From an optimization exercise on the open Yosys and OpenROAD flow, aimed at small area; shortcuts taken in it are not production practice.
In this exercise RTL edits were held to simulation tests only and were not proved equivalent to the original.
In runs 3 and 6 the design's own scripts or RTL, not TritonCTS, make the clock network.
The clock port is modelled as an ideal driver, which makes a skipped or thinned clock tree look cheaper than it is; a real chip needs a root buffer or a tree.
Power and IR drop assume default switching activity.

$ cat config.mk
export PLATFORM = sky130hd
export DESIGN_NAME = project1
export DESIGN_NICKNAME = project1
export VERILOG_FILES = /design/flow/design.v
export SDC_FILE = /design/flow/constraint.sdc
export NUM_CORES = 4
export LEC_CHECK = 0
export CAP_MARGIN = 20
export CORE_MARGIN = 2
export CORE_UTILIZATION = 40
export SLEW_MARGIN = 20
$ cat constraint.sdc
create_clock -name core_clock -period 5.0 [get_ports {clk}]
set_input_delay 1.0000 -clock core_clock [delete_from_list [all_inputs] [get_ports {clk}]]
set_output_delay 1.0000 -clock core_clock [all_outputs]
set_load 0.01 [all_outputs]
$ cat flow/run.sh
#!/bin/bash
# Layout flow: the standard synthesis, then its combinational logic
# re-mapped by ABC for area (registers, full adders and all names of
# registers kept as the standard synthesis made them), then the standard
# layout with smaller port buffers and a smaller clock tree.
set -euo pipefail
W=$(pwd)
R=$W/orfs/results/$FLOW_PLATFORM/project1/base
LIB=$(ls $FLOW_HOME/platforms/$FLOW_PLATFORM/lib/sky130_fd_sc_hd__tt_025C_1v80.lib)
YOSYS=$(command -v yosys || echo $FLOW_HOME/../tools/install/yosys/bin/yosys)

# 1. standard synthesis
bash standard.sh synth > 1_standard_synth.log 2>&1
cp $R/1_2_yosys.v $W/1_standard.v

# 2. re-map the combinational logic for area
cat > $W/reopt.ys <<EOT
read_liberty -ignore_miss_func -overwrite $LIB
read_verilog $W/1_standard.v
hierarchy -top $FLOW_TOP
setattr -mod -set keep_hierarchy 1 sky130_fd_sc_hd__df* sky130_fd_sc_hd__fa_1 sky130_fd_sc_hd__conb_1
flatten
opt_clean
abc -liberty $LIB -dont_use sky130_fd_sc_hd__lpflow_* -dont_use sky130_fd_sc_hd__probe* -script $W/flow/area.abc
opt_clean -purge
stat -liberty $LIB
delete sky130_fd_sc_hd__*
write_verilog -noattr -noexpr $W/1_reopt.v
EOT
$YOSYS -s $W/reopt.ys > 2_reopt.log 2>&1
cp $W/1_reopt.v $R/1_2_yosys.v
rm -f $R/1_synth.odb $R/1_synth.sdc
bash standard.sh synth > 3_synth_odb.log 2>&1

# 3. layout
export CTS_ARGS="-sink_clustering_enable -repair_clock_nets -dont_use_dummy_load -sink_clustering_size 40 -sink_clustering_max_diameter 200 -buf_list {sky130_fd_sc_hd__clkbuf_4 sky130_fd_sc_hd__clkbuf_8}"
bash standard.sh "BUFFER_PORTS_ARGS=-buffer_cell sky130_fd_sc_hd__buf_1" finish > 4_layout.log 2>&1
$ cat standard.sh
#!/bin/bash
# synth_recipe.tcl (not shown) runs the flow's synth.tcl, then flattens the netlist and writes it again
# the make line also repeats each setting of config.mk as NAME=value (left out here)
make -C /OpenROAD-flow-scripts/flow DESIGN_CONFIG=/design/flow/config.mk WORK_HOME=/design/flow/orfs CLKGATE_MAP_FILE= SYNTH_SCRIPT=/design/flow/synth_recipe.tcl "${@:-finish}"
$ cat design.v
`timescale 1ns / 1ps
module project1(
    input clk,
    input rst,
    input [3:0] sedbec_in,
    input [4:0] noise1,
    input start,
    input [15:0] freq,
    output reg [3:0] data_o,
    output reg error1bit,
    output reg error2bit,
    output reg errorparity,
    output reg done
);
    reg [7:0] lo, hi;
    reg cy;
    wire [8:0] cl, chh;
    wire [7:0] sl, sh;
    assign cl[0] = 1'b0;
    assign chh[0] = cy;
    genvar i;
    generate
        for (i = 0; i < 8; i = i + 1) begin : add
            assign sl[i] = lo[i] ^ freq[i] ^ cl[i];
            assign cl[i+1] = (lo[i] & freq[i]) | (cl[i] & (lo[i] ^ freq[i]));
            assign sh[i] = hi[i] ^ freq[8+i] ^ chh[i];
            assign chh[i+1] = (hi[i] & freq[8+i]) | (chh[i] & (hi[i] ^ freq[8+i]));
        end
    endgenerate
    always @(posedge clk or posedge rst)
        if (rst) begin
            lo <= 8'd0;
            hi <= 8'd0;
            cy <= 1'b0;
        end else begin
            lo <= sl;
            hi <= sh;
            cy <= cl[8];
        end
    wire [3:0] top = hi[7:4] + {3'd0, cy & (&hi[3:0])};
    reg above;
    always @(posedge clk)
        above <= ~top[3] & (|top[2:0]);
    wire p1 = sedbec_in[0]^sedbec_in[1]^sedbec_in[3];
    wire p2 = sedbec_in[0]^sedbec_in[2]^sedbec_in[3];
    wire p4 = sedbec_in[1]^sedbec_in[2]^sedbec_in[3];
    wire [6:0] code = {sedbec_in[3:1], p4, sedbec_in[0], p2, p1};
    wire par = ^code;
    reg [6:0] nz;
    always @(*) begin
        case (noise1[2:0])
            3'd1: nz = {noise1[3], 6'b000001};
            3'd2: nz = {noise1[3], 6'b000010};
            3'd3: nz = {noise1[3], 6'b000100};
            3'd4: nz = {noise1[3], 6'b001000};
            3'd5: nz = {noise1[3], 6'b010000};
            3'd6: nz = {noise1[3], 6'b100000};
            3'd7: nz = {6'b100000, noise1[3]};
            default: nz = {noise1[3], 6'b000000};
        endcase
    end
    wire [7:0] tx = {par, code} ^ {noise1[4], nz};
    reg run;
    reg [7:0] t;
    always @(posedge clk or posedge rst)
        if (rst) begin
            run <= 1'b0;
            done <= 1'b0;
        end else if (run) begin
            if (t == 8'd3) begin
                run <= 1'b0;
                done <= 1'b1;
            end
        end else if (done) begin
            if (!start) done <= 1'b0;
        end else if (start) begin
            run <= 1'b1;
        end
    always @(posedge clk)
        t <= run ? t + 8'd1 : 8'd126;
    wire clr = ~t[7] & t[6];
    wire cnt = t[7] & above;
    reg [5:0] c [0:7];
    wire [7:0] rx;
    genvar k;
    generate
        for (k = 0; k < 8; k = k + 1) begin : ch
            wire sat = c[k][5] & c[k][0];
            always @(posedge clk)
                if (clr)
                    c[k] <= 6'd0;
                else if (cnt & tx[k] & ~sat)
                    c[k] <= c[k] + 6'd1;
            assign rx[k] = sat;
        end
    endgenerate
    wire s1 = rx[0]^rx[2]^rx[4]^rx[6];
    wire s2 = rx[1]^rx[2]^rx[5]^rx[6];
    wire s4 = rx[3]^rx[4]^rx[5]^rx[6];
    wire [2:0] syn = {s4, s2, s1};
    wire [6:0] fix = (syn == 3'd0) ? 7'd0 : (7'd1 << (syn - 3'd1));
    wire [6:0] cor = rx[6:0] ^ fix;
    wire opar = ^rx;
    wire e1 = (syn != 3'd0);
    always @(posedge clk or posedge rst)
        if (rst) begin
            data_o <= 4'd0;
            error1bit <= 1'b0;
            error2bit <= 1'b0;
            errorparity <= 1'b0;
        end else if (run && t == 8'd1) begin
            data_o <= {cor[6:4], cor[2]};
            error1bit <= e1;
            error2bit <= e1 & ~opar;
            errorparity <= ~e1 & opar;
        end
endmodule
$ cat flow/area.abc
strash
dch -f
map -a
mfs2
strash
dch -f
amap
topo
==> impl_metrics.toml, run 1 <==
[detailed_routing]
drt_wl_total_um = 6260
drt_iter0_markers = 125
wl_per_cell_um = 11.2
drc = 0
dr.pass1.iters = 6
ant_nets = 0
num_vias = 2720
via_per_inst = 4.85

[die]
die_x_um = 98.2
core_um2 = 8680
initial_core_util = 0.409
rows = 34
dieArea_um2 = 9650
io_pins = 36
die_y_um = 98.2

[grt]
antenna_found_initial = 0
first_global_vias = 2552
grt_pass1_wl_um = 11100
grt_max_degree = 33
grt.total_usage = 0.142
grt_overflow = 0

[pwr]
fin_total_pwr_mw = 1.78
p_per_area_nw_per_um2 = 451
p_leak_nw = 1.48
peakVddDrop_v = 0.000209

[sta]
rsz0062_at_grt = "false"
finalSetupViolCount = 0
finalSetupTns_ns = 0
tightestPinTransition_ns = 0.900
worst_hold_slack_ns = 0.452
fin_crit_sh = 0.759
hold_violations = 0
clock_skew_ns = 0.0301
period_needed_ns = 3.80
slew_violations = 0
max_freq_mhz = 263
relSlewSlack = 0.396

[place]
dp_hpwl_um = 4750
gp_congestion = 0.854
port_buffers = 35

[outcome]
status = "timing/DRC/antenna clean"

[synthesis]
ys_warn_count = 2
synth_area_per_cell_um2 = 8.70
syn_area_um2 = 3550
postSynthCellCount = 408
synth_nets = 450

[critical_path]
crit_slowest_cell = "fa_1"
crit_chain = "buf_1 > clkinv_1 > fa_1 > clkinv_1 > fa_1 > fa_1 > fa_1 > fa_1 > fa_1 > fa_1 > a21oi_1 > nor2_1 > a21oi_1"
crit_path_end_kind = "flop"
critPathMaxFanout = 2
critical_path_class = "in -> reg"
crit_family = "adder cells"
critPathBufInv = 3
required_ns = 5.28
cpPeakStageDelay_ns = 0.40
crit_path_start_kind = "input port"
crit_arrival_ns = 4.08
crit_path_frequent_cell = "fa_1"

[layout]
layout_commonest_cell = "nor2_1"
fillCellCount = 878
layout_common_cells = "nor2_1 (76), clkinv_1 (65), dfxtp_1 (57)"
antenna_cells = 0
fin_nets = 497
drive_gt1_frac = 0.0243
syn_to_final_growth_pct = 11.3

[cts]
clockBufferDepth = 2
cts_max_level = 3
postCtsSetupRepairBufs = 0
clkLatencyLatePin_ns = 0.35
ctsResizeCount = 0
cts_tree = "built"
root_buffer = "clkbuf_8"
clock_sinks = 83
cts_made_buffers = 9
cts_hold_buf = 0
clk_pin_slew_worst_paths_ns = 0.09

[hold_path]
hold_class = "reg -> reg"

[run]
cap_viol_max_count = 0
[where the power goes]
| group | total [mW] | internal [mW] | switching, mW | leakage, nW |
|---|---|---|---|---|
| logic | 0.480 | 0.191 | 0.289 | 0.652 |
| registers | 0.942 | 0.832 | 0.111 | 0.765 |
| clock network | 0.359 | 0.161 | 0.198 | 0.0647 |
[layer usage]
metal	vias up	GRT usage	wire (µm)
met3	9	0.0258	113
li1	1457	-	-
met4	0	0.0717	131
met2	25	0.236	3040
met5	-	0	0
met1	1229	0.177	2980
[registers in the layout, summed over array words and instances (netlist names)]
register / count
c: 48
hi: 8
lo: 8
t: 8
data_o: 4
above: 1
cy: 1
done: 1
error1bit: 1
error2bit: 1
errorparity: 1
run: 1
[metrics by stage]
stage	util	std cells	area, µm²	setup WS (ns)
2_1_floorplan	-	408	3550	1.07
3_3_place_gp	0.441	552	3830	0.922
3_5_place_dp	0.441	552	3830	0.809
4_1_cts	0.455	561	3950	1.20
5_1_grt	0.455	561	3950	1.03
6_report	0.455	561	3950	1.20
[worst reg2reg max path, stage by stage (launching register included)]
cell	delay [ns]
dfrtp_1	0.40
clkinv_1	0.06
fa_1	0.16
clkinv_1	0.08
fa_1	0.39
fa_1	0.39
fa_1	0.39
fa_1	0.40
fa_1	0.39
fa_1	0.40
a21oi_1	0.19
nor2_1	0.06
a21oi_1	0.11
[path summary, 6_finish.rpt]
path / from / endpoint / slack (ns) / cells after the start
hold reg to reg: c[1][4]$_SDFFE_PP0P_ / c[1][4]$_SDFFE_PP0P_ / 0.45 / 2
setup / recovery: freq[8] / hi[7]$_DFF_PP0_ / 1.20 / 13
max in group asynchronous: rst / data_o[2]$_DFFE_PP0P_ / 3.87 / 2
setup reg to reg: hi[0]$_DFF_PP0_ / hi[7]$_DFF_PP0_ / 1.53 / 12
hold / removal: c[1][4]$_SDFFE_PP0P_ / c[1][4]$_SDFFE_PP0P_ / 0.45 / 2
min in group asynchronous: rst / lo[5]$_DFF_PP0_ / 0.70 / 2
[area by class of cell]
| class | instances | area, µm² | share of cell area |
|---|---|---|---|
| clock buffer | 9 | 124 | 0.0313 |
| inverter | 65 | 244 | 0.0617 |
| multi-input combinational | 260 | 1520 | 0.384 |
| sequential | 83 | 1790 | 0.453 |
| tap | 108 | 135 | 0.0342 |
| timing repair buffer | 36 | 139 | 0.0351 |
==> inputs of run 2 (changes only) <==
--- a/flow/run.sh
+++ b/flow/run.sh
@@ -34,4 +34,6 @@
 
 # 3. layout
+export POST_CTS_TCL=$W/flow/cts_post.tcl
+export CLKTREE_ROOT=sky130_fd_sc_hd__inv_2 CLKTREE_LEAF=sky130_fd_sc_hd__inv_12 CLKTREE_N=3
 export CTS_ARGS="-sink_clustering_enable -repair_clock_nets -dont_use_dummy_load -sink_clustering_size 40 -sink_clustering_max_diameter 200 -buf_list {sky130_fd_sc_hd__clkbuf_4 sky130_fd_sc_hd__clkbuf_8}"
 bash standard.sh "BUFFER_PORTS_ARGS=-buffer_cell sky130_fd_sc_hd__buf_1" finish > 4_layout.log 2>&1
==> flow/cts_post.tcl (new file) <==
# Replace the clock tree that CTS built with a smaller one. The flip-flops
# are split into CLKTREE_N groups by position (k-means); each group hangs on
# one CLKTREE_LEAF cell placed at its centre. If CLKTREE_ROOT is set, one
# CLKTREE_ROOT inverter drives the leaves (then the leaves are inverters
# too, so every flip-flop still sees the clock's polarity); otherwise the
# clock port drives the leaves, which are buffers.
set block [ord::get_db_block]
set db [ord::get_db]
set leaf $::env(CLKTREE_LEAF)
set root [expr {[info exists ::env(CLKTREE_ROOT)] ? $::env(CLKTREE_ROOT) : ""}]
set nbuf $::env(CLKTREE_N)
set clknet [$block findNet clk]
set bufs {}
set sinks {}
foreach inst [$block getInsts] {
  if {[string match "clkbuf_*" [$inst getName]]} { lappend bufs $inst }
}
foreach b $bufs {
  set n [[$b findITerm X] getNet]
  foreach it [$n getITerms] {
    if {[lsearch -exact $bufs [$it getInst]] < 0 && [$it getIoType] == "INPUT"} { lappend sinks $it }
  }
}
foreach it [$clknet getITerms] {
  if {[lsearch -exact $bufs [$it getInst]] < 0 && [$it getIoType] == "INPUT"} { lappend sinks $it }
}
puts "manual clock tree: removing [llength $bufs] CTS buffers, [llength $sinks] sinks"
foreach b $bufs {
  set n [[$b findITerm X] getNet]
  foreach it [$b getITerms] { $it disconnect }
  odb::dbInst_destroy $b
  if {$n ne "NULL" && $n ne ""} { odb::dbNet_destroy $n }
}
foreach it $sinks {
  if {[$it getMTerm] ne "NULL" && [[$it getMTerm] getName] ne "CLK"} { error "clock sink [[$it getInst] getName] is not a CLK pin" }
  $it disconnect
}
set pts {}
foreach it $sinks {
  set bb [[$it getInst] getBBox]
  lappend pts [list [expr {([$bb xMin]+[$bb xMax])/2.0}] [expr {([$bb yMin]+[$bb yMax])/2.0}] $it]
}
# k-means, seeded along x
set pts [lsort -real -index 0 $pts]
set np [llength $pts]
set cents {}
for {set k 0} {$k < $nbuf} {incr k} {
  set p [lindex $pts [expr {int(($k + 0.5) * $np / $nbuf)}]]
  lappend cents [list [lindex $p 0] [lindex $p 1]]
}
for {set iter 0} {$iter < 50} {incr iter} {
  set assign {}
  foreach p $pts {
    set best 0; set bd 1e30
    for {set k 0} {$k < $nbuf} {incr k} {
      set c [lindex $cents $k]
      set d [expr {abs([lindex $p 0]-[lindex $c 0]) + abs([lindex $p 1]-[lindex $c 1])}]
      if {$d < $bd} { set bd $d; set best $k }
    }
    lappend assign $best
  }
  set newc {}
  for {set k 0} {$k < $nbuf} {incr k} {
    set sx 0.0; set sy 0.0; set cnt 0
    foreach p $pts a $assign { if {$a == $k} { set sx [expr {$sx+[lindex $p 0]}]; set sy [expr {$sy+[lindex $p 1]}]; incr cnt } }
    if {$cnt > 0} { lappend newc [list [expr {$sx/$cnt}] [expr {$sy/$cnt}]] } else { lappend newc [lindex $cents $k] }
  }
  set cents $newc
}
set lm [$db findMaster $leaf]
set lin [expr {[string match "*inv*" $leaf] ? "A" : "A"}]
set lout [expr {[string match "*inv*" $leaf] ? "Y" : "X"}]
if {$root ne ""} {
  set rm [$db findMaster $root]
  set rnet [odb::dbNet_create $block "clknet_root"]
  $rnet setSigType CLOCK
  set rinst [odb::dbInst_create $block $rm "clkbuf_root"]
  [$rinst findITerm A] connect $clknet
  [$rinst findITerm [expr {[string match "*inv*" $root] ? "Y" : "X"}]] connect $rnet
  set drvnet $rnet
} else {
  set drvnet $clknet
}
set rx 0.0; set ry 0.0
for {set k 0} {$k < $nbuf} {incr k} {
  set net [odb::dbNet_create $block "clknet_leaf$k"]
  $net setSigType CLOCK
  set inst [odb::dbInst_create $block $lm "clkbuf_leaf$k"]
  [$inst findITerm $lin] connect $drvnet
  [$inst findITerm $lout] connect $net
  set n 0
  foreach p $pts a $assign { if {$a == $k} { [lindex $p 2] connect $net; incr n } }
  set c [lindex $cents $k]
  $inst setLocation [expr {int([lindex $c 0])}] [expr {int([lindex $c 1])}]
  $inst setPlacementStatus PLACED
  $inst setSourceType TIMING
  set rx [expr {$rx + [lindex $c 0]}]; set ry [expr {$ry + [lindex $c 1]}]
  puts "leaf $k: $n sinks"
}
if {$root ne ""} {
  $rinst setLocation [expr {int($rx/$nbuf)}] [expr {int($ry/$nbuf)}]
  $rinst setPlacementStatus PLACED
  $rinst setSourceType TIMING
}
detailed_placement
check_placement -verbose
estimate_parasitics -placement
foreach p [get_pins -of_objects [get_nets clknet_leaf*] -filter "direction == input"] {}
report_check_types -max_slew -max_capacitance -violators
==> run 2 against run 1 <==
Wire length is 1.4% lower. Synthesized area stayed put. Critical path depth stayed put. First-iteration DRC count is 6.4% higher. Global-route usage is 0.74 points lower. Hold slack better by 0.0083 ns. Clock power is 28% lower. Highest routed layer unchanged. Fmax hardly changed. Cell area is 1.8% lower.
==> impl_metrics.toml, run 2 <==
[outcome]
status = "timing/DRC/antenna clean"

[detailed_routing]
dr.pass1.iters = 6
drt_wl_total_um = 6170
drc = 0
ant_nets = 0
wl_per_cell_um = 11.1
via_per_inst = 4.85
num_vias = 2697
drt_iter0_markers = 133

[pwr]
p_leak_nw = 1.44
fin_total_pwr_mw = 1.68
peakVddDrop_v = 0.000219
p_per_area_nw_per_um2 = 432

[sta]
worst_hold_slack_ns = 0.460
period_needed_ns = 3.80
relSlewSlack = 0.394
max_freq_mhz = 263
tightestPinTransition_ns = 0.903
hold_violations = 0
rsz0062_at_grt = "false"
finalSetupViolCount = 0
fin_crit_sh = 0.759
finalSetupTns_ns = 0
slew_violations = 0
finalWorstSetupSlack_ns = 1.20
clock_skew_ns = 0.0465

[layout]
antenna_cells = 0
drive_gt1_frac = 0.0134
largest-register = "c"
largest_reg_flops = 48
final_area_um2 = 3880
final_core_util = 0.447
syn_to_final_growth_pct = 9.27
fin_nets = 492
layoutNonFillerInstCount = 556
layout_commonest_cell = "nor2_1"
layout_common_cells = "nor2_1 (76), clkinv_1 (65), dfxtp_1 (57)"

[grt]
antenna_found_initial = 0
grt_max_degree = 34
grt_pass1_wl_um = 11000
grt_overflow = 0
grt.total_usage = 0.134
first_global_vias = 2515

[place]
dp_hpwl_um = 4750
post_dp_cell_area_um2 = 3830
port_buffers = 35
dp.cells = 552
gp_congestion = 0.854
place_ws_ns = 0.809

[critical_path]
crit_path_end_kind = "flop"
crit_chain = "buf_1 > clkinv_1 > fa_1 > clkinv_1 > fa_1 > fa_1 > fa_1 > fa_1 > fa_1 > fa_1 > a21oi_1 > nor2_1 > a21oi_1"
cpPeakStageDelay_ns = 0.40
cp.depth = 13
critical_path_class = "in -> reg"
r2r_end = "hi[7]$_DFF_PP0_"
crit_path_start_kind = "input port"
reg2reg_slack_ns = 1.53
crit_slowest_cell = "fa_1"
critPathMaxFanout = 2
rr_startpoint = "hi[0]$_DFF_PP0_"
crit_family = "adder cells"
worstSetupStartpoint = "freq[8]"
critPathBufInv = 3
crit_path_frequent_cell = "fa_1"
crit_arrival_ns = 4.07
required_ns = 5.27
endpoint = "hi[7]$_DFF_PP0_"
reg2regPathDepth = 12

[cts]
clock_sinks = 83
clk_pin_slew_worst_paths_ns = 0.13
clkLatencyLatePin_ns = 0.34

[synthesis]
ys_warn_count = 2
synth_area_per_cell_um2 = 8.70
postSynthCellCount = 408
synth_nets = 450
syn_area_um2 = 3550

[die]
core_um2 = 8680
io_pins = 36
initial_core_util = 0.409
die_y_um = 98.2
dieArea_um2 = 9650
rows = 34
die_x_um = 98.2

[run]
cap_viol_max_count = 0

[hold_path]
hold_class = "reg -> reg"
-- run 2: changes by cell type in the layout (fill, tap and decap cells not counted), sizes merged --
cell,previous run,this run
inv,0,4
clkbuf,9,0
-- run 2: worst register-to-register path, delay by kind of cell, from the launching register on --
kind            cells  cell delay [ns]
simple gates        1             0.06
buf+inv             2             0.14
flops               1             0.41
fa+ha+maj           7             2.51
compound gates      2             0.30
-- run 2: power breakdown --
group | switching (mW) | leakage (nW) | internal, mW
logic | 0.287 | 0.652 | 0.191
registers | 0.111 | 0.765 | 0.830
clock network | 0.224 | 0.0261 | 0.0329
total | 0.622 | 1.44 | 1.05
-- run 2: final cells by class --
cell class / count / area (µm²)
fill: 880 / 4800
sequential: 83 / 1790
clock inverter: 4 / 52.6
inverter: 65 / 244
timing repair buffer: 36 / 139
tap: 108 / 135
multi-input combinational: 260 / 1520
-- run 2: how the worst min path moves through the flow --
stage	from	to	depth (start not counted)
floorplan	c[1][1]$_SDFFE_PP0P_	c[1][1]$_SDFFE_PP0P_	1
global placement	c[1][4]$_SDFFE_PP0P_	c[1][4]$_SDFFE_PP0P_	2
detailed placement	c[1][4]$_SDFFE_PP0P_	c[1][4]$_SDFFE_PP0P_	2
global route	c[5][2]$_SDFFE_PP0P_	c[5][2]$_SDFFE_PP0P_	1
finish	c[1][4]$_SDFFE_PP0P_	c[1][4]$_SDFFE_PP0P_	2
-- run 2: metal layers --
metal  global-route usage  vias up  wire length (µm)
li1                     -     1451                 -
met2                0.238       31              3010
met1                0.176     1204              2860
met5                    0        -                 0
met3               0.0186       11               173
met4               0.0306        0               126
==> inputs of run 3 (changes only) <==
--- a/flow/run.sh
+++ b/flow/run.sh
@@ -35,5 +35,5 @@
 # 3. layout
 export POST_CTS_TCL=$W/flow/cts_post.tcl
-export CLKTREE_ROOT=sky130_fd_sc_hd__inv_2 CLKTREE_LEAF=sky130_fd_sc_hd__inv_12 CLKTREE_N=3
+export CLKTREE_LEAF=sky130_fd_sc_hd__clkbuf_16 CLKTREE_N=3
 export CTS_ARGS="-sink_clustering_enable -repair_clock_nets -dont_use_dummy_load -sink_clustering_size 40 -sink_clustering_max_diameter 200 -buf_list {sky130_fd_sc_hd__clkbuf_4 sky130_fd_sc_hd__clkbuf_8}"
 bash standard.sh "BUFFER_PORTS_ARGS=-buffer_cell sky130_fd_sc_hd__buf_1" finish > 4_layout.log 2>&1
==> run 3 against run 2 <==
Fmax shrank 4.2%. Power grew 1.1%. Cell area grew 0.58%. Hold slack lost 0.0023 ns. Global-route usage grew 0.23 points. First-iteration DRC count grew 3.8%. Die area is the same. Sequential share of layout area shrank 0.27 points.
==> impl_metrics.toml, run 3 <==
[outcome]
status = "timing/DRC/antenna clean"

[layout]
largest-register = "c"
drive_gt1_frac = 0.0112
largest_reg_flops = 48
antenna_cells = 0
syn_to_final_growth_pct = 9.90
fillCellCount = 878
layout_common_cells = "nor2_1 (76), clkinv_1 (65), dfxtp_1 (57)"
layoutNonFillerInstCount = 555
final_area_um2 = 3900
layout_commonest_cell = "nor2_1"
fin_nets = 491

[detailed_routing]
num_vias = 2690
via_per_inst = 4.85
top_layer = "met4"
wl_per_cell_um = 11.1
wl_met1_um = 2920
dr.pass1.iters = 6
wl_met3_um = 134
ant_nets = 0
wl_met2_um = 3030
drc = 0
drt_wl_total_um = 6180
drt_iter0_markers = 138

[die]
dieArea_um2 = 9650
core_um2 = 8680
rows = 34
die_y_um = 98.2
initial_core_util = 0.409
die_x_um = 98.2
io_pins = 36

[critical_path]
crit_path_end_kind = "flop"
endpoint = "hi[7]$_DFF_PP0_"
worstSetupStartpoint = "freq[8]"
crit_path_start_kind = "input port"
r2r_end = "hi[7]$_DFF_PP0_"
required_ns = 5.11
crit_arrival_ns = 4.07
critical_path_class = "in -> reg"
reg2regPathDepth = 12
reg2reg_slack_ns = 1.53
critPathMaxFanout = 2
rr_startpoint = "hi[0]$_DFF_PP0_"

[grt]
antenna_found_initial = 0
grt_pass1_wl_um = 11000
first_global_vias = 2502
grt_overflow = 0
grt_max_degree = 34
grt.total_usage = 0.137

[place]
port_buffers = 35
dp_hpwl_um = 4750
post_dp_cell_area_um2 = 3830
gp_congestion = 0.854
dp.cells = 552

[pwr]
peakVddDrop_v = 0.000233
p_per_area_nw_per_um2 = 434
p_leak_nw = 1.45
fin_total_pwr_mw = 1.69

[cts]
clkLatencyLatePin_ns = 0.18
clk_pin_slew_worst_paths_ns = 0.11
clock_sinks = 83

[synthesis]
synth_nets = 450
synth_area_per_cell_um2 = 8.70
postSynthCellCount = 408
syn_area_um2 = 3550
ys_warn_count = 2

[sta]
finalSetupViolCount = 0
period_needed_ns = 3.96
finalSetupTns_ns = 0
fin_crit_sh = 0.793
slew_violations = 0
rsz0062_at_grt = "false"
relSlewSlack = 0.393
hold_violations = 0
clock_skew_ns = 0.0420
tightestPinTransition_ns = 0.906
max_freq_mhz = 252

[hold_path]
hold_depth = 1
hp-start = "c[5][2]$_SDFFE_PP0P_"
hold_class = "reg -> reg"

[run]
cap_viol_max_count = 0
==> run 3: cell count changes in the layout (fill, tap and decap cells not counted), sizes merged <==
cell / previous run / this run
inv: 4 / 0
clkbuf: 0 / 3
==> run 3: critical path: stages <==
cell and delay (ns):
buf_1 0.07, clkinv_1 0.05, fa_1 0.16, clkinv_1 0.08, fa_1 0.39, fa_1 0.39
fa_1 0.39, fa_1 0.40, fa_1 0.39, fa_1 0.39, a21oi_1 0.19, nor2_1 0.06
a21oi_1 0.11
==> run 3: area by class of cell, clock buffers not listed <==
| class | instances | area (µm²) | area share |
|---|---|---|---|
| inverters | 65 | 244 | 0.0625 |
| repair buffers | 36 | 139 | 0.0356 |
| multi-input cells | 260 | 1520 | 0.389 |
| flip-flops and latches | 83 | 1790 | 0.459 |
| well taps | 108 | 135 | 0.0346 |
==> run 3: how the worst min path moves through the flow <==
stage                           end
2_1_floorplan  c[1][1]$_SDFFE_PP0P_
3_3_place_gp   c[1][4]$_SDFFE_PP0P_
3_5_place_dp   c[1][4]$_SDFFE_PP0P_
5_1_grt        c[5][2]$_SDFFE_PP0P_
6_report       c[5][2]$_SDFFE_PP0P_
==> run 3: per-layer routing <==
layer  vias to the layer above  GRT usage
met5                         -          0
met4                         0     0.0358
met3                         8     0.0236
met2                        28      0.238
met1                      1207      0.177
li1                       1447          -
==> run 3: where the power goes <==
part,internal (mW),total [mW],switching (mW)
logic,0.191,0.480,0.289
registers,0.831,0.941,0.111
clock network,0.111,0.274,0.163
total,1.13,1.69,0.562
==> run 3: per-stage QoR <==
step	utilization	setup WS, ns	hold slack [ns]
floorplan	-	1.07	0.426
global placement	0.441	0.922	0.437
detailed placement	0.441	0.809	0.445
global route	0.450	0.854	0.477
finish	0.450	1.04	0.458
==> inputs of run 4 (changes only) <==
--- a/design.v
+++ b/design.v
@@ -81,15 +81,16 @@
     wire clr = ~t[7] & t[6];
     wire cnt = t[7] & above;
-    reg [5:0] c [0:7];
+    reg [5:0] nc [0:7];
     wire [7:0] rx;
     genvar k;
     generate
         for (k = 0; k < 8; k = k + 1) begin : ch
-            wire sat = c[k][5] & c[k][0];
+            wire [5:0] c = ~nc[k];
+            wire sat = c[5] & c[0];
             always @(posedge clk)
                 if (clr)
-                    c[k] <= 6'd0;
+                    nc[k] <= 6'h3f;
                 else if (cnt & tx[k] & ~sat)
-                    c[k] <= c[k] + 6'd1;
+                    nc[k] <= nc[k] - 6'd1;
             assign rx[k] = sat;
         end
--- a/flow/run.sh
+++ b/flow/run.sh
@@ -15,7 +15,8 @@
 
 # 2. re-map the combinational logic for area
+python3 $W/flow/fa_pol.py $W/1_standard.v $W/1_fapol.v > 2_fapol.log 2>&1
 cat > $W/reopt.ys <<EOT
 read_liberty -ignore_miss_func -overwrite $LIB
-read_verilog $W/1_standard.v
+read_verilog $W/1_fapol.v
 hierarchy -top $FLOW_TOP
 setattr -mod -set keep_hierarchy 1 sky130_fd_sc_hd__df* sky130_fd_sc_hd__fa_1 sky130_fd_sc_hd__conb_1
@@ -35,5 +36,5 @@
 # 3. layout
 export POST_CTS_TCL=$W/flow/cts_post.tcl
-export CLKTREE_LEAF=sky130_fd_sc_hd__clkbuf_16 CLKTREE_N=3
+export CLKTREE_ROOT=sky130_fd_sc_hd__inv_4 CLKTREE_LEAF=sky130_fd_sc_hd__inv_16 CLKTREE_N=3
 export CTS_ARGS="-sink_clustering_enable -repair_clock_nets -dont_use_dummy_load -sink_clustering_size 40 -sink_clustering_max_diameter 200 -buf_list {sky130_fd_sc_hd__clkbuf_4 sky130_fd_sc_hd__clkbuf_8}"
 bash standard.sh "BUFFER_PORTS_ARGS=-buffer_cell sky130_fd_sc_hd__buf_1" finish > 4_layout.log 2>&1
==> flow/area.abc (replaced) <==
strash
dch -f
amap
mfs2
strash
dch -f
amap
mfs2
strash
dch -f
amap
mfs2
strash
dch -f
amap
mfs2
strash
dch -f
amap
mfs2
strash
dch -f
amap
mfs2
strash
dch -f
amap
mfs2
strash
dch -f
amap
mfs2
strash
dch -f
amap
mfs2
strash
dch -f
amap
mfs2
strash
strash
dch -f
amap
topo
==> flow/fa_pol.py (new file) <==
#!/usr/bin/env python3
"""Flip full adders whose three inputs are all inverted copies of other
nets: a full adder of the inverted inputs gives the inverted sum and carry,
so the adder is rewired to the un-inverted nets and inverters are put on
its two outputs (the re-mapping that follows removes the double
inversions). Reads and writes a flat structural Verilog netlist."""
import re, sys

src, dst = sys.argv[1], sys.argv[2]
text = open(src).read()
inst_re = re.compile(r'(\s*)(sky130_fd_sc_hd__\w+)\s+(\S+)\s*\((.*?)\);', re.S)
pin_re = re.compile(r'\.(\w+)\(([^()]*)\)')
cells = []
for m in inst_re.finditer(text):
    pins = {p: n.strip() for p, n in pin_re.findall(m.group(4))}
    cells.append([m, m.group(2), m.group(3), pins])
def w(net):
    return net + ' ' if net.startswith('\\') else net

inv_of = {}   # net -> net it is the inverse of
for m, t, n, pins in cells:
    if re.match(r'sky130_fd_sc_hd__(clk)?inv_\d+$', t):
        inv_of[pins['Y']] = pins['A']
new_cells = []
flipped = 0
repl = {}
k = 0
for idx, (m, t, n, pins) in enumerate(cells):
    if t == 'sky130_fd_sc_hd__fa_1' and all(pins[p] in inv_of for p in ('A', 'B', 'CIN')):
        old_s, old_c = pins['SUM'], pins['COUT']
        ns, nc = f'fapol_s{k}', f'fapol_c{k}'
        k += 1
        body = (f"  sky130_fd_sc_hd__fa_1 {n} (\n    .A({w(inv_of[pins['A']])}),\n    .B({w(inv_of[pins['B']])}),\n"
                f"    .CIN({w(inv_of[pins['CIN']])}),\n    .COUT({nc}),\n    .SUM({ns})\n  );\n"
                f"  sky130_fd_sc_hd__inv_1 fapol_is{k} (\n    .A({ns}),\n    .Y({w(old_s)})\n  );\n"
                f"  sky130_fd_sc_hd__inv_1 fapol_ic{k} (\n    .A({nc}),\n    .Y({w(old_c)})\n  );")
        repl[m.start()] = (m.end(), body, [ns, nc])
        flipped += 1
out = []
pos = 0
wires = []
for start in sorted(repl):
    end, body, w = repl[start]
    out.append(text[pos:start]); out.append('\n' + body); pos = end
    wires += w
out.append(text[pos:])
res = ''.join(out)
if wires:
    # declare the new wires after the module header
    hdr_end = res.index(';', res.index('module ')) + 1
    res = res[:hdr_end] + '\n' + ''.join(f'  wire {w};\n' for w in wires) + res[hdr_end:]
open(dst, 'w').write(res)
print(f'fa_pol: flipped {flipped} full adders')
==> run 4 against run 3 <==
Still clean. Synthesized area down 2.8%. Combinational power fell by 11%. Cell area decreased by 3.5%. Critical path depth shrank 2. Sequential cell count unchanged. Register-to-register slack worse by 0.16 ns. Sequential power up 1%. Largest power group unchanged.
==> impl_metrics.toml, run 4 <==
[outcome]
status = "timing/DRC/antenna clean"

[sta]
relSlewSlack = 0.372
finalSetupTns_ns = 0
tightestPinTransition_ns = 0.918
slew_violations = 0
rsz0062_at_grt = "false"
clock_skew_ns = 0.0289
fin_crit_sh = 0.817
max_freq_mhz = 245
finalSetupViolCount = 0
hold_violations = 0
period_needed_ns = 4.08

[detailed_routing]
drc = 0
wl_per_cell_um = 11.5
via_per_inst = 4.95
dr.pass1.iters = 4
ant_nets = 0
drt_wl_total_um = 5950
drt_iter0_markers = 86
num_vias = 2561

[critical_path]
crit_slowest_cell = "fa_1"
critPathMaxFanout = 2
crit_chain = "buf_1 > fa_1 > fa_1 > fa_1 > fa_1 > fa_1 > fa_1 > fa_1 > a21oi_1 > nor2_1 > a21oi_1"
cpPeakStageDelay_ns = 0.44
crit_path_end_kind = "flop"
crit_path_frequent_cell = "fa_1"
critPathBufInv = 1
critical_path_class = "in -> reg"
crit_path_start_kind = "input port"
crit_family = "adder cells"
required_ns = 5.17
crit_arrival_ns = 4.26

[die]
die_x_um = 96.9
io_pins = 36
rows = 33
dieArea_um2 = 9390
initial_core_util = 0.416
core_um2 = 8300
die_y_um = 96.9

[pwr]
peakVddDrop_v = 0.000231
p_per_area_nw_per_um2 = 440
fin_total_pwr_mw = 1.66
p_leak_nw = 1.38

[place]
dp.cells = 513
port_buffers = 35
dp_hpwl_um = 4490
gp_congestion = 0.757

[layout]
syn_to_final_growth_pct = 9.10
antenna_cells = 0
largest-register = "nc"
final_core_util = 0.454
layout_common_cells = "nor2_1 (77), dfxtp_1 (57), clkinv_1 (40)"
drive_gt1_frac = 0.0121
fin_nets = 456
layout_commonest_cell = "nor2_1"
layoutNonFillerInstCount = 517
largest_reg_flops = 48

[grt]
first_global_vias = 2392
grt_pass1_wl_um = 10500
grt_max_degree = 34
antenna_found_initial = 0
grt_overflow = 0
grt.total_usage = 0.131

[synthesis]
postSynthCellCount = 378
ys_warn_count = 2
synth_nets = 420
syn_area_um2 = 3450
synth_area_per_cell_um2 = 9.13

[cts]
clock_sinks = 83
clkLatencyLatePin_ns = 0.25
clk_pin_slew_worst_paths_ns = 0.09

[hold_path]
hold_class = "reg -> reg"

[run]
cap_viol_max_count = 0
## run 4: worst reg2reg max path, stage by stage (launching register included)
cell and delay [ns]:
dfrtp_1 0.41, fa_1 0.42, fa_1 0.39, fa_1 0.38, fa_1 0.41, fa_1 0.41
fa_1 0.39, fa_1 0.39, a21oi_1 0.19, nor2_1 0.06, a21oi_1 0.11
## run 4: power breakdown
part,internal [mW],switching (mW),total [mW]
sequential,0.833,0.117,0.950
combinational,0.172,0.257,0.429
clock,0.0424,0.237,0.279
total,1.05,0.611,1.66
## run 4: area by class of cell
type,instances,area [µm²]
multi-input cells,249,1490
inverters,40,150
flip-flops and latches,83,1790
well taps,105,131
clock inverters,4,66.3
fillers,793,4530
repair buffers,36,139
## run 4: metrics by stage
step / worst slack [ns] / area, µm² / hold slack [ns]
6_report: 0.916 / 3770 / 0.461
5_1_grt: 0.766 / 3770 / 0.484
3_5_place_dp: 0.654 / 3700 / 0.448
3_3_place_gp: 0.752 / 3700 / 0.443
2_1_floorplan: 0.839 / 3450 / 0.430
## run 4: worst paths after layout
path                                       start                    end  slack [ns]  cells after the start
min                        nc[5][5]$_SDFFE_PP1P_  nc[5][5]$_SDFFE_PP1P_        0.46                      2
max in group asynchronous                    rst  data_o[1]$_DFFE_PP0P_        3.77                      2
max                                      freq[8]        hi[7]$_DFF_PP0_        0.92                     11
max reg2reg                      hi[0]$_DFF_PP0_        hi[7]$_DFF_PP0_        1.37                     10
min reg2reg                nc[5][5]$_SDFFE_PP1P_  nc[5][5]$_SDFFE_PP1P_        0.46                      2
min in group asynchronous                    rst        hi[0]$_DFF_PP0_        0.80                      2
## run 4: layer usage
metal / global-route usage / vias up / wire length [µm]
met5: 0 / - / 0
met2: 0.237 / 27 / 2890
met4: 0.0271 / 0 / 72
li1: - / 1360 / -
met3: 0.0173 / 4 / 157
met1: 0.169 / 1170 / 2830
==> inputs of run 5 (changes only) <==
--- a/flow/run.sh
+++ b/flow/run.sh
@@ -1,7 +1,10 @@
 #!/bin/bash
 # Layout flow: the standard synthesis, then its combinational logic
-# re-mapped by ABC for area (registers, full adders and all names of
-# registers kept as the standard synthesis made them), then the standard
-# layout with smaller port buffers and a smaller clock tree.
+# re-mapped by ABC for area (registers, full adders and the registers' names
+# kept as the standard synthesis made them; full adders whose three inputs
+# are all inverted are flipped first, see fa_pol.py), then the standard
+# layout with buf_1 port buffers and, after CTS, a smaller clock tree
+# (cts_post.tcl: one inverter driving three inverters, each driving a third
+# of the flip-flops). Each step's output goes to its own log file here.
 set -euo pipefail
 W=$(pwd)
==> run 5 against run 4 <==
Still clean on timing, DRC and antenna. Via count unchanged. Critical path depth unchanged. First-iteration DRC count unchanged.
==> impl_metrics.toml, run 5 <==
[run]
cap_viol_max_count = 0

[layout]
antenna_cells = 0
largest_reg_flops = 48
fin_nets = 456
syn_to_final_growth_pct = 9.10
fillCellCount = 793
layout_commonest_cell = "nor2_1"
multiInputGateArea_um2 = 1490
final_core_util = 0.454
ff_latch_area_um2 = 1790
largest-register = "nc"
layout_common_cells = "nor2_1 (77), dfxtp_1 (57), clkinv_1 (40)"
drive_gt1_frac = 0.0121

[grt]
grt_max_degree = 34
first_global_vias = 2392
grt_pass1_wl_um = 10500
grt_overflow = 0
antenna_found_initial = 0
grt.total_usage = 0.131

[sta]
finalSetupTns_ns = 0
rsz0062_at_grt = "false"
tightestPinTransition_ns = 0.918
slew_violations = 0
fin_crit_sh = 0.817
clock_skew_ns = 0.0289
period_needed_ns = 4.08
relSlewSlack = 0.372
hold_violations = 0
finalSetupViolCount = 0
max_freq_mhz = 245

[synthesis]
synth_area_per_cell_um2 = 9.13
synth_nets = 420
postSynthCellCount = 378
ys_warn_count = 2
syn_area_um2 = 3450

[pwr]
p_sw_mw = 0.611
pwr-share-clk = 0.168
pwr-share-seq = 0.573
p_leak_nw = 1.38
swShare = 0.368
pwr-share-comb = 0.259
peakVddDrop_v = 0.000231
intPower_mw = 1.05
p_per_area_nw_per_um2 = 440

[detailed_routing]
drt_wl_total_um = 5950
num_vias = 2561
ant_nets = 0
via_per_inst = 4.95
dr.pass1.iters = 4
drc = 0
drt_iter0_markers = 86
wl_per_cell_um = 11.5

[cts]
clk_pin_slew_worst_paths_ns = 0.09
clkLatencyLatePin_ns = 0.25
clock_sinks = 83

[die]
rows = 33
core_um2 = 8300
die_x_um = 96.9
io_pins = 36
initial_core_util = 0.416
die_y_um = 96.9
dieArea_um2 = 9390

[outcome]
status = "timing/DRC/antenna clean"

[hold_path]
hold_class = "reg -> reg"

[critical_path]
crit_path_end_kind = "flop"
critPathMaxFanout = 2
crit_path_start_kind = "input port"
required_ns = 5.17
crit_arrival_ns = 4.26
critical_path_class = "in -> reg"

[place]
dp_hpwl_um = 4490
gp_congestion = 0.757
port_buffers = 35
## run 5: power groups by stage
stage / clock [mW] / sequential, mW / combinational (mW)
2_1_floorplan: 0 / 0.941 / 0.325
3_3_place_gp: 0 / 0.960 / 0.416
3_5_place_dp: 0 / 0.965 / 0.442
5_1_grt: 0.318 / 0.978 / 0.509
6_report: 0.279 / 0.950 / 0.429
## run 5: critical path: stages
cell	delay, ns
buf_1	0.09
fa_1	0.44
fa_1	0.39
fa_1	0.38
fa_1	0.41
fa_1	0.41
fa_1	0.39
fa_1	0.39
a21oi_1	0.19
nor2_1	0.06
a21oi_1	0.11
## run 5: through the flow
stage	instances	area [µm²]	hold WS, ns	setup WS, ns	power (mW)
after global routing	517	3770	0.484	0.766	1.80
after global placement	513	3700	0.443	0.752	1.38
after detailed placement	513	3700	0.448	0.654	1.41
final	517	3770	0.461	0.916	1.66
after floorplan	378	3450	0.430	0.839	1.27
## run 5: layout make-up
type                    count  share of cell area
flip-flops and latches     83               0.476
multi-input cells         249               0.395
inverters                  40              0.0399
repair buffers             36              0.0369
well taps                 105              0.0349
clock inverters             4              0.0176
## run 5: worst paths after layout
path,from,to,slack (ns),cells past startpoint
worst max-delay path,freq[8],hi[7]$_DFF_PP0_,0.92,11
worst min-delay path,nc[5][5]$_SDFFE_PP1P_,nc[5][5]$_SDFFE_PP1P_,0.46,2
max in group asynchronous,rst,data_o[1]$_DFFE_PP0P_,3.77,2
min in group asynchronous,rst,hi[0]$_DFF_PP0_,0.80,2
worst max register to register,hi[0]$_DFF_PP0_,hi[7]$_DFF_PP0_,1.37,10
worst min register to register,nc[5][5]$_SDFFE_PP1P_,nc[5][5]$_SDFFE_PP1P_,0.46,2
## run 5: routing by layer
metal | part of all wire | up-vias | global-route usage
met1 | 0.48 | 1170 | 0.169
met5 | 0 | - | 0
met4 | 0.012 | 0 | 0.0271
li1 | - | 1360 | -
met2 | 0.49 | 27 | 0.237
met3 | 0.026 | 4 | 0.0173
==> inputs of run 6 (changes only) <==
--- a/flow/run.sh
+++ b/flow/run.sh
@@ -39,5 +39,5 @@
 # 3. layout
 export POST_CTS_TCL=$W/flow/cts_post.tcl
-export CLKTREE_ROOT=sky130_fd_sc_hd__inv_4 CLKTREE_LEAF=sky130_fd_sc_hd__inv_16 CLKTREE_N=3
+export CLKTREE_ROOT=sky130_fd_sc_hd__inv_4 CLKTREE_LEAF=sky130_fd_sc_hd__inv_16 CLKTREE_N=2
 export CTS_ARGS="-sink_clustering_enable -repair_clock_nets -dont_use_dummy_load -sink_clustering_size 40 -sink_clustering_max_diameter 200 -buf_list {sky130_fd_sc_hd__clkbuf_4 sky130_fd_sc_hd__clkbuf_8}"
 bash standard.sh "BUFFER_PORTS_ARGS=-buffer_cell sky130_fd_sc_hd__buf_1" finish > 4_layout.log 2>&1
--- a/config.mk
+++ b/config.mk
@@ -8,4 +8,4 @@
 export CAP_MARGIN = 20
 export CORE_MARGIN = 2
-export CORE_UTILIZATION = 40
+export CORE_UTILIZATION = 65
 export SLEW_MARGIN = 20
==> run 6 against run 5 <==
Still clean. Cell count is 7.0% lower. Die area is 37% lower. Setup slack better by 0.020 ns. Hold slack better by 0.010 ns. Synthesized cell count stayed put. Via count hardly changed. Cell area is 1.7% lower. Synthesized area stayed put. Largest power group unchanged. Highest routed layer unchanged.
==> impl_metrics.toml, run 6 <==
[synthesis]
synth_area_per_cell_um2 = 9.13
synth_nets = 420
ys_warn_count = 2
syn_area_um2 = 3450
postSynthCellCount = 378

[sta]
clock_skew_ns = 0.00553
finalSetupTns_ns = 0
fin_crit_sh = 0.813
max_freq_mhz = 246
hold_violations = 0
period_needed_ns = 4.06
finalWorstSetupSlack_ns = 0.936
finalSetupViolCount = 0
tightestPinTransition_ns = 0.900
relSlewSlack = 0.397
worst_hold_slack_ns = 0.471
slew_violations = 0
rsz0062_at_grt = "false"

[grt]
antenna_found_initial = 0
grt.total_usage = 0.213
grt_pass1_wl_um = 10300
grt_overflow = 0
grt_max_degree = 43
first_global_vias = 2288

[critical_path]
required_ns = 5.15
critical_path_class = "in -> reg"
crit_arrival_ns = 4.21
crit_path_start_kind = "input port"
critPathMaxFanout = 2
reg2reg_slack_ns = 1.41
crit_path_end_kind = "flop"

[place]
post_dp_cell_area_um2 = 3660
port_buffers = 35
dp_hpwl_um = 4490
gp_congestion = 0.759
dp.cells = 478
place_ws_ns = 0.694

[pwr]
p_per_area_nw_per_um2 = 441
intPower_mw = 1.04
peakVddDrop_v = 0.000350
p_sw_mw = 0.589
pwr-share-seq = 0.580
fin_total_pwr_mw = 1.63
p_leak_nw = 1.37
swShare = 0.361
pwr-share-comb = 0.274
pwr-share-clk = 0.145

[layout]
antenna_cells = 0
final_core_util = 0.725
final_area_um2 = 3700
drive_gt1_frac = 0.00973
layout_common_cells = "nor2_1 (77), dfxtp_1 (57), clkinv_1 (40)"
largest_reg_flops = 48
layout_commonest_cell = "nor2_1"
layoutNonFillerInstCount = 481
fin_nets = 455
syn_to_final_growth_pct = 7.29
largest-register = "nc"

[detailed_routing]
via_per_inst = 5.33
dr.pass1.iters = 6
drt_iter0_markers = 97
wl_per_cell_um = 12.1
ant_nets = 0
drc = 0
drt_wl_total_um = 5820
num_vias = 2562

[die]
rows = 26
initial_core_util = 0.676
dieArea_um2 = 5910
die_x_um = 76.9
core_um2 = 5110
io_pins = 36
die_y_um = 76.9

[hold_path]
hold_class = "reg -> reg"

[run]
cap_viol_max_count = 0

[outcome]
status = "timing/DRC/antenna clean"

[cts]
clock_sinks = 83
clk_pin_slew_worst_paths_ns = 0.12
clkLatencyLatePin_ns = 0.21
## run 6: cell count changes in the layout (fill, tap and decap cells not counted)
cell,previous run,this run
a2111oi_1,0,1
a2111oi_0,5,4
inv_16,3,2
## run 6: power groups by stage
stage                     clock [mW]  sequential [mW]  combinational, mW
after detailed placement           0            0.964              0.452
final                          0.237            0.948              0.448
after global placement             0            0.957              0.408
after floorplan                    0            0.941              0.325
after global routing           0.270            0.975              0.526
## run 6: critical path: stages
cell and delay (ns):
buf_1 0.09, fa_1 0.43, fa_1 0.38, fa_1 0.38, fa_1 0.41, fa_1 0.40
fa_1 0.39, fa_1 0.39, a21oi_1 0.19, nor2_1 0.06, a21oi_1 0.10
## run 6: layout make-up
cell class              instances  area [µm²]
flip-flops and latches         83        1790
multi-input cells             249        1490
fillers                       398        1400
inverters                      40         150
repair buffers                 36         139
well taps                      70        87.6
clock inverters                 3        46.3
## run 6: layer usage
metal	vias up	GRT usage	wire [µm]
met1	1166	0.301	2700
met3	4	0.0247	137
met2	31	0.363	2940
li1	1361	-	-
met4	0	0.0364	50
met5	-	0	0
## run 6: final timing paths
check | start | endpoint | depth (start not counted)
max | freq[8] | hi[7]$_DFF_PP0_ | 11
min | nc[2][4]$_SDFFE_PP1P_ | nc[2][4]$_SDFFE_PP1P_ | 1
max reg2reg | hi[0]$_DFF_PP0_ | hi[7]$_DFF_PP0_ | 10
min reg2reg | nc[2][4]$_SDFFE_PP1P_ | nc[2][4]$_SDFFE_PP1P_ | 1
max in group asynchronous | rst | data_o[1]$_DFFE_PP0P_ | 2
min in group asynchronous | rst | hi[2]$_DFF_PP0_ | 2
==> inputs of run 7 (changes only) <==
--- a/flow/run.sh
+++ b/flow/run.sh
@@ -5,6 +5,6 @@
 # are all inverted are flipped first, see fa_pol.py), then the standard
 # layout with buf_1 port buffers and, after CTS, a smaller clock tree
-# (cts_post.tcl: one inverter driving three inverters, each driving a third
-# of the flip-flops). Each step's output goes to its own log file here.
+# (cts_post.tcl: one inverter driving two to five inverters, each driving
+# an equal share of the flip-flops). Each step's output goes to its own log file here.
 set -euo pipefail
 W=$(pwd)
@@ -39,5 +39,6 @@
 # 3. layout
 export POST_CTS_TCL=$W/flow/cts_post.tcl
-export CLKTREE_ROOT=sky130_fd_sc_hd__inv_4 CLKTREE_LEAF=sky130_fd_sc_hd__inv_16 CLKTREE_N=2
+export CLKTREE_SLEW_PS=115
+export CLKTREE_CONFIGS="sky130_fd_sc_hd__inv_4:sky130_fd_sc_hd__inv_12:2 sky130_fd_sc_hd__inv_4:sky130_fd_sc_hd__inv_16:2 sky130_fd_sc_hd__inv_4:sky130_fd_sc_hd__inv_12:3 sky130_fd_sc_hd__inv_6:sky130_fd_sc_hd__inv_16:3 sky130_fd_sc_hd__inv_8:sky130_fd_sc_hd__inv_16:4 sky130_fd_sc_hd__inv_8:sky130_fd_sc_hd__inv_16:5"
 export CTS_ARGS="-sink_clustering_enable -repair_clock_nets -dont_use_dummy_load -sink_clustering_size 40 -sink_clustering_max_diameter 200 -buf_list {sky130_fd_sc_hd__clkbuf_4 sky130_fd_sc_hd__clkbuf_8}"
 bash standard.sh "BUFFER_PORTS_ARGS=-buffer_cell sky130_fd_sc_hd__buf_1" finish > 4_layout.log 2>&1
==> flow/cts_post.tcl (replaced) <==
# Replace the clock tree that CTS built with a smaller one. The flip-flops
# are split into N groups of equal size by position (balanced k-means); each
# group hangs on one LEAF inverter placed at its centre, and one ROOT
# inverter, driven by the clock port, drives the N leaves, so every
# flip-flop sees the clock through two inverters. CLKTREE_CONFIGS lists
# "ROOT LEAF N" choices, smallest first; the first whose worst flip-flop
# clock-pin slew, estimated from the placement, is at most CLKTREE_SLEW_PS
# is kept.
set block [ord::get_db_block]
set db [ord::get_db]
set clknet [$block findNet clk]
set limit [expr {$::env(CLKTREE_SLEW_PS) * 1e-12}]

# remove the CTS buffers; collect the flip-flop clock pins
set bufs {}
set sinks {}
foreach inst [$block getInsts] {
  if {[string match "clkbuf_*" [$inst getName]]} { lappend bufs $inst }
}
foreach b $bufs {
  set n [[$b findITerm X] getNet]
  foreach it [$n getITerms] {
    if {[lsearch -exact $bufs [$it getInst]] < 0 && [$it getIoType] == "INPUT"} { lappend sinks $it }
  }
}
foreach it [$clknet getITerms] {
  if {[lsearch -exact $bufs [$it getInst]] < 0 && [$it getIoType] == "INPUT"} { lappend sinks $it }
}
puts "manual clock tree: removing [llength $bufs] CTS buffers, [llength $sinks] sinks"
foreach b $bufs {
  set n [[$b findITerm X] getNet]
  foreach it [$b getITerms] { $it disconnect }
  odb::dbInst_destroy $b
  if {$n ne "NULL" && $n ne ""} { odb::dbNet_destroy $n }
}
foreach it $sinks {
  if {[[$it getMTerm] getName] ne "CLK"} { error "clock sink [[$it getInst] getName] is not a CLK pin" }
  $it disconnect
}

proc sink_points {sinks} {
  set pts {}
  foreach it $sinks {
    set bb [[$it getInst] getBBox]
    lappend pts [list [expr {([$bb xMin]+[$bb xMax])/2.0}] [expr {([$bb yMin]+[$bb yMax])/2.0}] $it]
  }
  return [lsort -real -index 0 $pts]
}

# balanced k-means: each group takes at most ceil(n/k) sinks; (sink, centre)
# pairs are taken in order of distance. Returns {assignment centres}.
proc balanced_groups {pts nbuf} {
  set np [llength $pts]
  set cents {}
  for {set k 0} {$k < $nbuf} {incr k} {
    set p [lindex $pts [expr {int(($k + 0.5) * $np / $nbuf)}]]
    lappend cents [list [lindex $p 0] [lindex $p 1]]
  }
  set cap [expr {int(ceil(double($np) / $nbuf))}]
  for {set iter 0} {$iter < 30} {incr iter} {
    set pairs {}
    set i 0
    foreach p $pts {
      for {set k 0} {$k < $nbuf} {incr k} {
        set c [lindex $cents $k]
        lappend pairs [list [expr {abs([lindex $p 0]-[lindex $c 0]) + abs([lindex $p 1]-[lindex $c 1])}] $i $k]
      }
      incr i
    }
    set pairs [lsort -real -index 0 $pairs]
    array unset own
    array unset fill
    for {set k 0} {$k < $nbuf} {incr k} { set fill($k) 0 }
    foreach pr $pairs {
      set i [lindex $pr 1]; set k [lindex $pr 2]
      if {[info exists own($i)] || $fill($k) >= $cap} continue
      set own($i) $k; incr fill($k)
    }
    set assign {}
    for {set i 0} {$i < $np} {incr i} { lappend assign $own($i) }
    set newc {}
    for {set k 0} {$k < $nbuf} {incr k} {
      set sx 0.0; set sy 0.0; set cnt 0
      foreach p $pts a $assign { if {$a == $k} { set sx [expr {$sx+[lindex $p 0]}]; set sy [expr {$sy+[lindex $p 1]}]; incr cnt } }
      if {$cnt > 0} { lappend newc [list [expr {$sx/$cnt}] [expr {$sy/$cnt}]] } else { lappend newc [lindex $cents $k] }
    }
    set cents $newc
  }
  return [list $assign $cents]
}

proc place_at {inst x y} {
  $inst setLocation [expr {int($x)}] [expr {int($y)}]
  $inst setPlacementStatus PLACED
  $inst setSourceType TIMING
}

# build the tree; returns the instances and nets it made
proc build_tree {root leaf nbuf sinks} {
  global block db clknet
  set made_i {}; set made_n {}
  set pts [sink_points $sinks]
  lassign [balanced_groups $pts $nbuf] assign cents
  set rnet [odb::dbNet_create $block "clknet_root"]
  $rnet setSigType CLOCK
  set rinst [odb::dbInst_create $block [$db findMaster $root] "clkbuf_root"]
  [$rinst findITerm A] connect $clknet
  [$rinst findITerm Y] connect $rnet
  lappend made_i $rinst; lappend made_n $rnet
  set rx 0.0; set ry 0.0
  for {set k 0} {$k < $nbuf} {incr k} {
    set net [odb::dbNet_create $block "clknet_leaf$k"]
    $net setSigType CLOCK
    set inst [odb::dbInst_create $block [$db findMaster $leaf] "clkbuf_leaf$k"]
    [$inst findITerm A] connect $rnet
    [$inst findITerm Y] connect $net
    lappend made_i $inst; lappend made_n $net
    set n 0
    foreach p $pts a $assign { if {$a == $k} { [lindex $p 2] connect $net; incr n } }
    set c [lindex $cents $k]
    place_at $inst [lindex $c 0] [lindex $c 1]
    set rx [expr {$rx + [lindex $c 0]}]; set ry [expr {$ry + [lindex $c 1]}]
    puts "  leaf $k: $n sinks"
  }
  place_at $rinst [expr {$rx/$nbuf}] [expr {$ry/$nbuf}]
  return [list $made_i $made_n]
}

proc tear_down {made sinks} {
  lassign $made insts nets
  foreach it $sinks { $it disconnect }
  foreach i $insts { foreach it [$i getITerms] { $it disconnect }; odb::dbInst_destroy $i }
  foreach n $nets { odb::dbNet_destroy $n }
}

proc worst_clk_slew {} {
  set worst 0
  foreach pin [all_registers -clock_pins -edge_triggered] {
    foreach rf {rise fall} {
      set s [get_property $pin slew_max_$rf]
      if {$s > $worst} { set worst $s }
    }
  }
  return $worst
}

set configs $::env(CLKTREE_CONFIGS)
set done 0
foreach cfg $configs {
  lassign [split $cfg ":"] root leaf nbuf
  puts "manual clock tree: trying root $root, $nbuf x $leaf"
  set made [build_tree $root $leaf $nbuf $sinks]
  detailed_placement
  estimate_parasitics -placement
  set w [worst_clk_slew]
  puts "manual clock tree: estimated worst clock-pin slew [expr {$w * 1e12}] ps"
  if {$w <= $limit || $cfg eq [lindex $configs end]} { set done 1; break }
  tear_down $made $sinks
}
check_placement -verbose
report_check_types -max_slew -max_capacitance -violators
==> run 7 against run 6 <==
The run now fails in 4_1_cts. Synthesized cell count unchanged. Synthesized area unchanged.
==> impl_metrics.toml, run 7 <==
[place]
port_buffers = 35
post_dp_cell_area_um2 = 3660
gp_congestion = 0.759
dp_hpwl_um = 4490

[die]
io_pins = 36
die_x_um = 76.9
rows = 26
initial_core_util = 0.676
die_y_um = 76.9

[outcome]
stop_stage = "4_1_cts"
stop_error = "Error: cts.tcl, 90 can't read \"block\": no such variable"
status = "did not finish"

[synthesis]
postSynthCellCount = 378
synth_area_per_cell_um2 = 9.13
ys_warn_count = 2
synth_nets = 420
syn_area_um2 = 3450
## run 7: power groups by stage
| stage | clock [mW] | combinational, mW | sequential [mW] |
|---|---|---|---|
| floorplan | 0 | 0.325 | 0.941 |
| global placement | 0 | 0.408 | 0.957 |
| detailed placement | 0 | 0.452 | 0.964 |
## run 7: stage by stage
step	worst slack, ns	std cells	hold WS [ns]
2_1_floorplan	0.839	378	0.430
3_3_place_gp	0.775	478	0.443
3_5_place_dp	0.694	478	0.450
## run 7: worst min-delay path by stage
stage	to	from
floorplan	nc[2][4]$_SDFFE_PP1P_	nc[2][4]$_SDFFE_PP1P_
global placement	nc[0][4]$_SDFFE_PP1P_	nc[0][4]$_SDFFE_PP1P_
detailed placement	nc[5][3]$_SDFFE_PP1P_	nc[5][3]$_SDFFE_PP1P_
==> inputs of run 8 (changes only) <==
--- a/flow/cts_post.tcl
+++ b/flow/cts_post.tcl
@@ -7,7 +7,9 @@
 # clock-pin slew, estimated from the placement, is at most CLKTREE_SLEW_PS
 # is kept.
-set block [ord::get_db_block]
-set db [ord::get_db]
-set clknet [$block findNet clk]
+set ::ct_block [ord::get_db_block]
+set ::ct_db [ord::get_db]
+set ::ct_clknet [$::ct_block findNet clk]
+set block $::ct_block
+set clknet $::ct_clknet
 set limit [expr {$::env(CLKTREE_SLEW_PS) * 1e-12}]
 
@@ -98,5 +100,5 @@
 # build the tree; returns the instances and nets it made
 proc build_tree {root leaf nbuf sinks} {
-  global block db clknet
+  set block $::ct_block; set db $::ct_db; set clknet $::ct_clknet
   set made_i {}; set made_n {}
   set pts [sink_points $sinks]
==> run 8 against run 7 <==
The run now finishes clean. Synthesized area stayed put. Synthesized cell count stayed put.
==> impl_metrics.toml, run 8 <==
[sta]
relSlewSlack = 0.404
max_freq_mhz = 242
finalSetupViolCount = 0
rsz0062_at_grt = "false"
hold_violations = 0
fin_crit_sh = 0.826
tightestPinTransition_ns = 0.888
slew_violations = 0
clock_skew_ns = 0.00778
finalSetupTns_ns = 0
finalWorstSetupSlack_ns = 0.869
period_needed_ns = 4.13

[pwr]
p_leak_nw = 1.40
fin_total_pwr_mw = 1.76
peakVddDrop_v = 0.000398
p_per_area_nw_per_um2 = 468

[synthesis]
postSynthCellCount = 378
synth_nets = 420
ys_warn_count = 2
syn_area_um2 = 3450
synth_area_per_cell_um2 = 9.13

[critical_path]
crit_path_end_kind = "flop"
crit_chain = "buf_1 > fa_1 > fa_1 > fa_1 > fa_1 > fa_1 > fa_1 > fa_1 > a21oi_1 > nor2_1 > a21oi_1"
critPathBufInv = 1
crit_family = "adder cells"
critical_path_class = "in -> reg"
crit_arrival_ns = 4.25
crit_slowest_cell = "fa_1"
critPathMaxFanout = 2
crit_path_start_kind = "input port"
crit_path_frequent_cell = "fa_1"
required_ns = 5.12
cpPeakStageDelay_ns = 0.45

[grt]
first_global_vias = 2418
grt_pass1_wl_um = 10900
grt.total_usage = 0.227
grt_overflow = 0
grt_max_degree = 28
antenna_found_initial = 0

[run]
cap_viol_max_count = 0

[layout]
layoutNonFillerInstCount = 484
layout_common_cells = "nor2_1 (77), dfxtp_1 (57), clkinv_1 (40)"
largest_reg_flops = 48
drive_gt1_frac = 0.0169
fin_nets = 458
final_area_um2 = 3770
layout_commonest_cell = "nor2_1"
syn_to_final_growth_pct = 9.17
fillCellCount = 384
antenna_cells = 0
largest-register = "nc"

[detailed_routing]
via_per_inst = 5.37
num_vias = 2598
dr.pass1.iters = 6
ant_nets = 0
wl_per_cell_um = 12.7
drt_iter0_markers = 100
drt_wl_total_um = 6170
drc = 0

[place]
dp.cells = 478
place_ws_ns = 0.694
post_dp_cell_area_um2 = 3660
dp_hpwl_um = 4490
port_buffers = 35
gp_congestion = 0.759

[cts]
clock_sinks = 83
clkLatencyLatePin_ns = 0.19
clk_pin_slew_worst_paths_ns = 0.06

[die]
io_pins = 36
rows = 26
die_x_um = 76.9
initial_core_util = 0.676
core_um2 = 5110
dieArea_um2 = 5910
die_y_um = 76.9

[outcome]
status = "timing/DRC/antenna clean"

[hold_path]
hold_class = "reg -> reg"
==> run 8: routing by layer <==
metal  global-route usage  share of wire  up-vias
met5                    0              0        -
met2                0.394           0.51       31
met1                0.297           0.45     1195
met4               0.0618          0.017        0
li1                     -              -     1362
met3               0.0353          0.027       10
==> run 8: worst paths after layout <==
check	startpoint	endpoint	slack (ns)	cells after the start
max in group asynchronous	rst	hi[7]$_DFF_PP0_	3.73	2
max reg2reg	hi[0]$_DFF_PP0_	hi[7]$_DFF_PP0_	1.39	10
min	nc[7][4]$_SDFFE_PP1P_	nc[7][4]$_SDFFE_PP1P_	0.46	1
min reg2reg	nc[7][4]$_SDFFE_PP1P_	nc[7][4]$_SDFFE_PP1P_	0.46	1
max	freq[8]	hi[7]$_DFF_PP0_	0.87	11
min in group asynchronous	rst	lo[3]$_DFF_PP0_	0.85	2
==> run 8: stage by stage <==
stage	utilization	hold slack, ns
finish	0.738	0.461
floorplan	-	0.430
detailed placement	0.716	0.450
global route	0.738	0.474
global placement	0.716	0.443
==> run 8: worst reg2reg max path, delay by kind of cell (launching register included) <==
kind	cells	cell delay, ns
fa+ha+maj	7	2.82
flops	1	0.40
compound gates	2	0.29
simple gates	1	0.06
==> run 8: final cells by class <==
cell class | count | area [µm²] | share of cell area
Sequential cell | 83 | 1790 | 0.475
Multi-Input combinational cell | 249 | 1490 | 0.395
Inverter | 40 | 150 | 0.0398
Timing Repair Buffer | 36 | 139 | 0.0369
Clock inverter | 6 | 111 | 0.0295
Tap cell | 70 | 87.6 | 0.0232
==> run 8: report_power, final <==
| part | total [mW] | switching (mW) | internal (mW) | leakage (nW) |
|---|---|---|---|---|
| clock network | 0.358 | 0.286 | 0.0715 | 0.0550 |
| logic | 0.453 | 0.272 | 0.181 | 0.560 |
| registers | 0.951 | 0.118 | 0.833 | 0.781 |

==> port drivers added, routing unchanged <==
Ports are ideal in the flow. The routed layouts listed here were re-timed in OpenROAD. Step 1 sets driving cells, clkbuf_16 on the clock port and buf_2 on the other inputs (assumed; they add their load-dependent delay and slew). Step 2 adds t to the input delays and takes it off the output delays; t is the mean of the earliest and latest rising clock arrival at the registers after step 1. Input paths then give back, and output paths get back, about the clock's delay inside the block. Three values: ideal, step 1, step 2; two values: the first two.
run | t, ns | setup WS [ns] | worst setup path after step 2
run 1 | 0.364 | 1.204 / 1.211 / 0.847 | input to register
run 2 | 0.350 | 1.203 / 1.209 / 0.859 | input to register
run 3 | 0.224 | 1.037 / 1.077 / 0.854 | input to register
run 4 | 0.267 | 0.916 / 0.927 / 0.660 | input to register
run 5 | 0.267 | 0.916 / 0.927 / 0.660 | input to register
run 6 | 0.241 | 0.936 / 0.952 / 0.711 | input to register
run 8 | 0.237 | 0.869 / 0.897 / 0.660 | input to register
After both steps setup and hold are still met in every run listed. For run 1, which loses most, drivers alone change the setup slack by +0.007 ns; drivers and shift together by -0.357 ns.
